Source: an optimization exercise on an open RTL-to-GDS flow (aim: small area, a short achievable clock period and few clock cycles per item). Production flows keep margins and buffers that such runs may drop. Power is estimated from default activity; no workload was simulated.

==> inputs of trial 76 <==
==> flow/design.v (excerpt) <==
module el2_exu_div_ctl
  (
   input logic           clk,                        
   input logic           rst_l,                      
   input logic           dp_valid,                   
   input logic           dp_unsign,                  
   input logic           dp_rem,                     
   input logic  [31:0]   dividend,                   
   input logic  [31:0]   divisor,                    
   input logic           cancel,                     
   output logic          finish_dly,                 
   output logic [31:0]   out                         
  );
Settings: LEC_CHECK=0, CAP_MARGIN=40, CORE_MARGIN=2, CORE_UTILIZATION=40, SETUP_SLACK_MARGIN=5, SLEW_MARGIN=40, SYNTH_HIERARCHICAL=1, SYNTH_MINIMUM_KEEP_SIZE=0; clock period 12.0 ns.
standard.sh (not shown) runs the stock make flow with config.mk's settings and CLKGATE_MAP_FILE= SYNTH_SCRIPT=/design/flow/synth_recipe.tcl, a recipe that flattens the netlist after the stock synthesis.
==> flow/flow/run.sh <==
#!/bin/bash
# The standard layout (standard.sh), with these changes in how the layout is made:
#  - every input and output port still gets its own buffer, but a plain buf_1
#    (OpenROAD's buffer_ports -buffer_cell) instead of the default delay buffer;
#    the resizer upsizes it where timing needs;
#  - any further ORFS variables listed in flow/extra_vars (one NAME=value per line).
# make's output goes to flow.log; ORFS keeps each step's own log under orfs/logs.
set -euo pipefail
MARGIN=${MARGIN:-6.8}
PORTBUF=${PORTBUF:-sky130_fd_sc_hd__buf_1}
EXTRA="'BUFFER_PORTS_ARGS=-buffer_cell ${PORTBUF}'"
if [[ -f flow/extra_vars ]]; then
  while read -r line; do
    [[ -z "$line" || "$line" == \#* ]] && continue
    EXTRA="$EXTRA '$line'"
  done < flow/extra_vars
fi
sed -E -e "s/SETUP_SLACK_MARGIN=[^ ]+/SETUP_SLACK_MARGIN=${MARGIN}/" \
       -e "s|CLKGATE_MAP_FILE= |CLKGATE_MAP_FILE= ${EXTRA} |" \
       standard.sh > standard_mod.sh
grep -q "BUFFER_PORTS_ARGS" standard_mod.sh
bash standard_mod.sh > flow.log 2>&1
==> flow/flow/extra_vars <==
SKIP_INCREMENTAL_REPAIR=1
==> build 55 (differences from trial 76) <==
removed: flow/flow/extra_vars
==> summary of the runs <==
Hold slack is about the same in trial 76 and build 55.
Sequential power is about the same in build 55 and trial 76.
In synthesized area, trial 76 and build 55 do not differ.
Total power: trial 76 is lower than build 55 (about 5.5%).
No run of this note included a check of the RTL's function; only the layout flow was run.

---

==> trial 40 <==
el2_exu_div_ctl, a different RTL version from the one above (not shown whole).
==> module el2_exu_div_ctl, before the edit <==
module el2_exu_div_ctl
  (
   input logic           clk,                        
   input logic           rst_l,                      
   input logic           dp_valid,                   
   input logic           dp_unsign,                  
   input logic           dp_rem,                     
   input logic  [31:0]   dividend,                   
   input logic  [31:0]   divisor,                    
   input logic           cancel,                     
   output logic          finish_dly,                 
   output logic [31:0]   out                         
  );
   logic        sv_ff;                  
   logic        it_ff;                  
   logic        fin_ff;                 
   logic [3:0]  cnt_ff;                 
   logic        busy, last;
   logic [31:0] r_ff;                   
   logic [31:0] q_ff;                   
   logic [32:0] b_ff;                   
   logic        rem_ff, neg_ff;         
   assign busy = sv_ff | it_ff;
   assign last = it_ff & (cnt_ff == 4'd0);
   wire  sa = ~dp_unsign & dividend[31];
   wire  sb = ~dp_unsign & divisor[31];
   wire  bz = (divisor == 32'b0);
   wire [31:0] abs_a, abs_b;
   div_cneg_in u_nega (.s(sa), .x(dividend), .y(abs_a));
   div_cneg_in u_negb (.s(sb), .x(divisor),  .y(abs_b));
   wire        q1, d1_co, q2, d2_co;
   wire [31:0] r1, d2;
   div_step34 u_s1 (.en(it_ff), .x({2'b0, r_ff}), .b({1'b0, b_ff}), .q(q1), .co(d1_co), .y(r1));
   div_step33 u_s2 (.en(it_ff), .x({1'b0, r1}), .b({1'b0, b_ff[32:1]}), .q(q2), .co(d2_co), .y(d2));
   wire [31:0] r2_n = busy ? r1 : abs_a;
   wire [31:0] r_next = q2 ? d2 : r2_n;
   wire early = ~d1_co;
   wire [5:0] clza, clzb;
   div_clz32 u_clza (.x(r_ff), .n(clza));
   div_clz32 u_clzb (.x(b_ff[31:0]), .n(clzb));
   wire [5:0]  sdiff = clzb - clza;                     
   wire        bzero = clzb[5];
   wire [3:0]  m     = (bzero | ~sv_ff) ? 4'hf : sdiff[4:1];
   wire [32:0] b_r1  = {b_ff[31:0], b_ff[32]};
   wire [32:0] b_r2  = m[0] ? {b_r1[30:0], b_r1[32:31]} : b_r1;
   wire [32:0] b_r4  = m[1] ? {b_r2[28:0], b_r2[32:29]} : b_r2;
   wire [32:0] b_r8  = m[2] ? {b_r4[24:0], b_r4[32:25]} : b_r4;
   wire [32:0] b_rot = m[3] ? {b_r8[16:0], b_r8[32:17]} : b_r8;
   always_ff @(posedge clk or negedge rst_l) begin
      if (!rst_l) begin
         sv_ff  <= 1'b0;
         it_ff  <= 1'b0;
         fin_ff <= 1'b0;
      end
      else begin
         sv_ff  <= dp_valid & ~cancel;
         it_ff  <= ~cancel & ((sv_ff & ~early) | (it_ff & (cnt_ff != 4'd0)));
         fin_ff <= ~cancel & last;
      end
   end
   always_ff @(posedge clk) begin
      cnt_ff <= sv_ff ? m : cnt_ff - 4'd1;
      r_ff   <= r_next;
      q_ff   <= it_ff ? ((last & rem_ff) ? r_next : {q_ff[29:0], q1, q2}) :
                sv_ff ? 32'b0 : (abs_a & {32{dp_rem}});
      b_ff   <= busy ? b_rot : {1'b0, abs_b};
      if (!busy) begin
         rem_ff <= dp_rem;
         neg_ff <= dp_rem ? sa : (sa ^ sb) & ~bz;
      end
   end
   wire [31:0] ans;
   div_cneg_out u_nego (.s(neg_ff), .x(q_ff), .y(ans));
   assign out        = ans;
   assign finish_dly = ~cancel & (fin_ff | (sv_ff & early));
endmodule  
Settings: LEC_CHECK=0, CAP_MARGIN=40, CORE_MARGIN=2, CORE_UTILIZATION=40, SETUP_SLACK_MARGIN=5, SLEW_MARGIN=40, SYNTH_HIERARCHICAL=1, SYNTH_MINIMUM_KEEP_SIZE=0; clock period 12.0 ns.
==> flow/flow/run.sh <==
#!/bin/bash
set -euo pipefail
MARGIN=${MARGIN:-6.5}
sed -E "s/SETUP_SLACK_MARGIN=[^ ]+/SETUP_SLACK_MARGIN=${MARGIN}/" standard.sh > standard_margin.sh
bash standard_margin.sh > flow.log 2>&1
==> inputs of trial 68, as changes to trial 40 <==
--- a/flow/design.v
+++ b/flow/design.v
@@ -43,7 +43,4 @@
    wire [3:0]  m     = (bzero | ~sv_ff) ? 4'hf : sdiff[4:1];
-   wire [32:0] b_r1  = {b_ff[31:0], b_ff[32]};
-   wire [32:0] b_r2  = m[0] ? {b_r1[30:0], b_r1[32:31]} : b_r1;
-   wire [32:0] b_r4  = m[1] ? {b_r2[28:0], b_r2[32:29]} : b_r2;
-   wire [32:0] b_r8  = m[2] ? {b_r4[24:0], b_r4[32:25]} : b_r4;
-   wire [32:0] b_rot = m[3] ? {b_r8[16:0], b_r8[32:17]} : b_r8;
+   wire [32:0] b_rot;
+   div_rot33 u_rot (.b(b_ff), .m(m), .y(b_rot));
    always_ff @(posedge clk or negedge rst_l) begin
@@ -670 +667,8 @@
 endmodule
+module div_rot33 (input logic [32:0] b, input logic [3:0] m, output logic [32:0] y);
+   wire [32:0] b_r1  = {b[31:0], b[32]};
+   wire [32:0] b_r2  = m[0] ? {b_r1[30:0], b_r1[32:31]} : b_r1;
+   wire [32:0] b_r4  = m[1] ? {b_r2[28:0], b_r2[32:29]} : b_r2;
+   wire [32:0] b_r8  = m[2] ? {b_r4[24:0], b_r4[32:25]} : b_r4;
+   assign y          = m[3] ? {b_r8[16:0], b_r8[32:17]} : b_r8;
+endmodule
==> flow/flow/run.sh (replaced) <==
#!/bin/bash
# The standard layout (standard.sh), with these changes in how the layout is made:
#  - every input and output port still gets its own buffer, but a plain buf_1
#    (OpenROAD's buffer_ports -buffer_cell) instead of the default delay buffer;
#    the resizer upsizes it where timing needs;
#  - any further ORFS variables listed in flow/extra_vars (one NAME=value per line).
# make's output goes to flow.log; ORFS keeps each step's own log under orfs/logs.
set -euo pipefail
MARGIN=${MARGIN:-6.8}
PORTBUF=${PORTBUF:-sky130_fd_sc_hd__buf_1}
EXTRA="'BUFFER_PORTS_ARGS=-buffer_cell ${PORTBUF}'"
if [[ -f flow/extra_vars ]]; then
  while read -r line; do
    [[ -z "$line" || "$line" == \#* ]] && continue
    EXTRA="$EXTRA '$line'"
  done < flow/extra_vars
fi
sed -E -e "s/SETUP_SLACK_MARGIN=[^ ]+/SETUP_SLACK_MARGIN=${MARGIN}/" \
       -e "s|CLKGATE_MAP_FILE= |CLKGATE_MAP_FILE= ${EXTRA} |" \
       standard.sh > standard_mod.sh
grep -q "BUFFER_PORTS_ARGS" standard_mod.sh
bash standard_mod.sh > flow.log 2>&1
==> flow/flow/extra_vars (new file) <==
SKIP_INCREMENTAL_REPAIR=1
==> notes <==
In trial 68 the register-to-register slack is better than in trial 40, by 230 ps. In trial 68 the clock power is higher than in trial 40, by about 4%. Against trial 40, the routed wire length of trial 68 is smaller by about 18%. Against trial 68, the die area of trial 40 is higher by about 4.6%. Flip-flop and latch count is the same in trial 40 and trial 68. Maximum frequency: trial 40 is smaller than trial 68 (4.1%).
==> figures <==
| item | trial 40 | trial 68 |
|---|---|---|
| Result of the run | finished clean | finished clean |
| Multi-input gate area | 10600 um^2 | 9640 um^2 |
| First-pass GRT wire length | 64.5 mm | 58.6 mm |
| Aggregate global-route resource usage | 24.2% | 22.6% |
| Final estimated routing congestion in global placement | 0.913 | 0.909 |
| Iter 0 DRT Violations | 981 | 638 |
| Power in sequential cells | 787 uW | 847 uW |
| Peak supply drop | 0.000219 V | 0.000105 V |
| Worst r2r src | b_ff[17] | r_ff[0] |
| Minimum period implied by the final worst setup slack | 5600 ps | 5370 ps |
| Reg2reg end | q_ff[22] | q_ff[30] |
| Cell area after layout | 15900 um^2 | 13900 um^2 |
| Commonest non-fill, non-tap cell in the layout | nand2_1 | inv_1 |
No run of this note included a check of the RTL's function; only the layout flow was run.

-- re-timing with driven ports --
The flow's constraints put no driver on any port. The routed layouts listed below were extracted and timed again, unchanged, in two steps.
Step 1: set_driving_cell puts a clkbuf_16 on clk and a buf_2 on each other input, an assumption about the parent block.
Step 2 adds t to the input delays and takes it off the output delays; t is the mean of the earliest and latest rising clock arrival at the registers after step 1. Input paths then give back, and output paths get back, about the clock's delay inside the block.
a / b / c = no drivers / after step 1 / after step 2; a / b = the first two.
run	shift t [ns]	setup slack, ns	worst hold slack (ns)	worst setup path at the end
trial 76	0.421	6.158 / 6.158 / 6.158	0.487 / 0.487 / 0.487	register to register
build 55	0.424	6.304 / 6.304 / 6.304	0.487 / 0.487 / 0.487	register to register
trial 40	0.420	6.401 / 6.401 / 6.401	0.478 / 0.478 / 0.478	register to register
trial 68	0.420	6.632 / 6.632 / 6.632	0.484 / 0.484 / 0.484	register to register
After both steps every run listed still meets setup and hold.
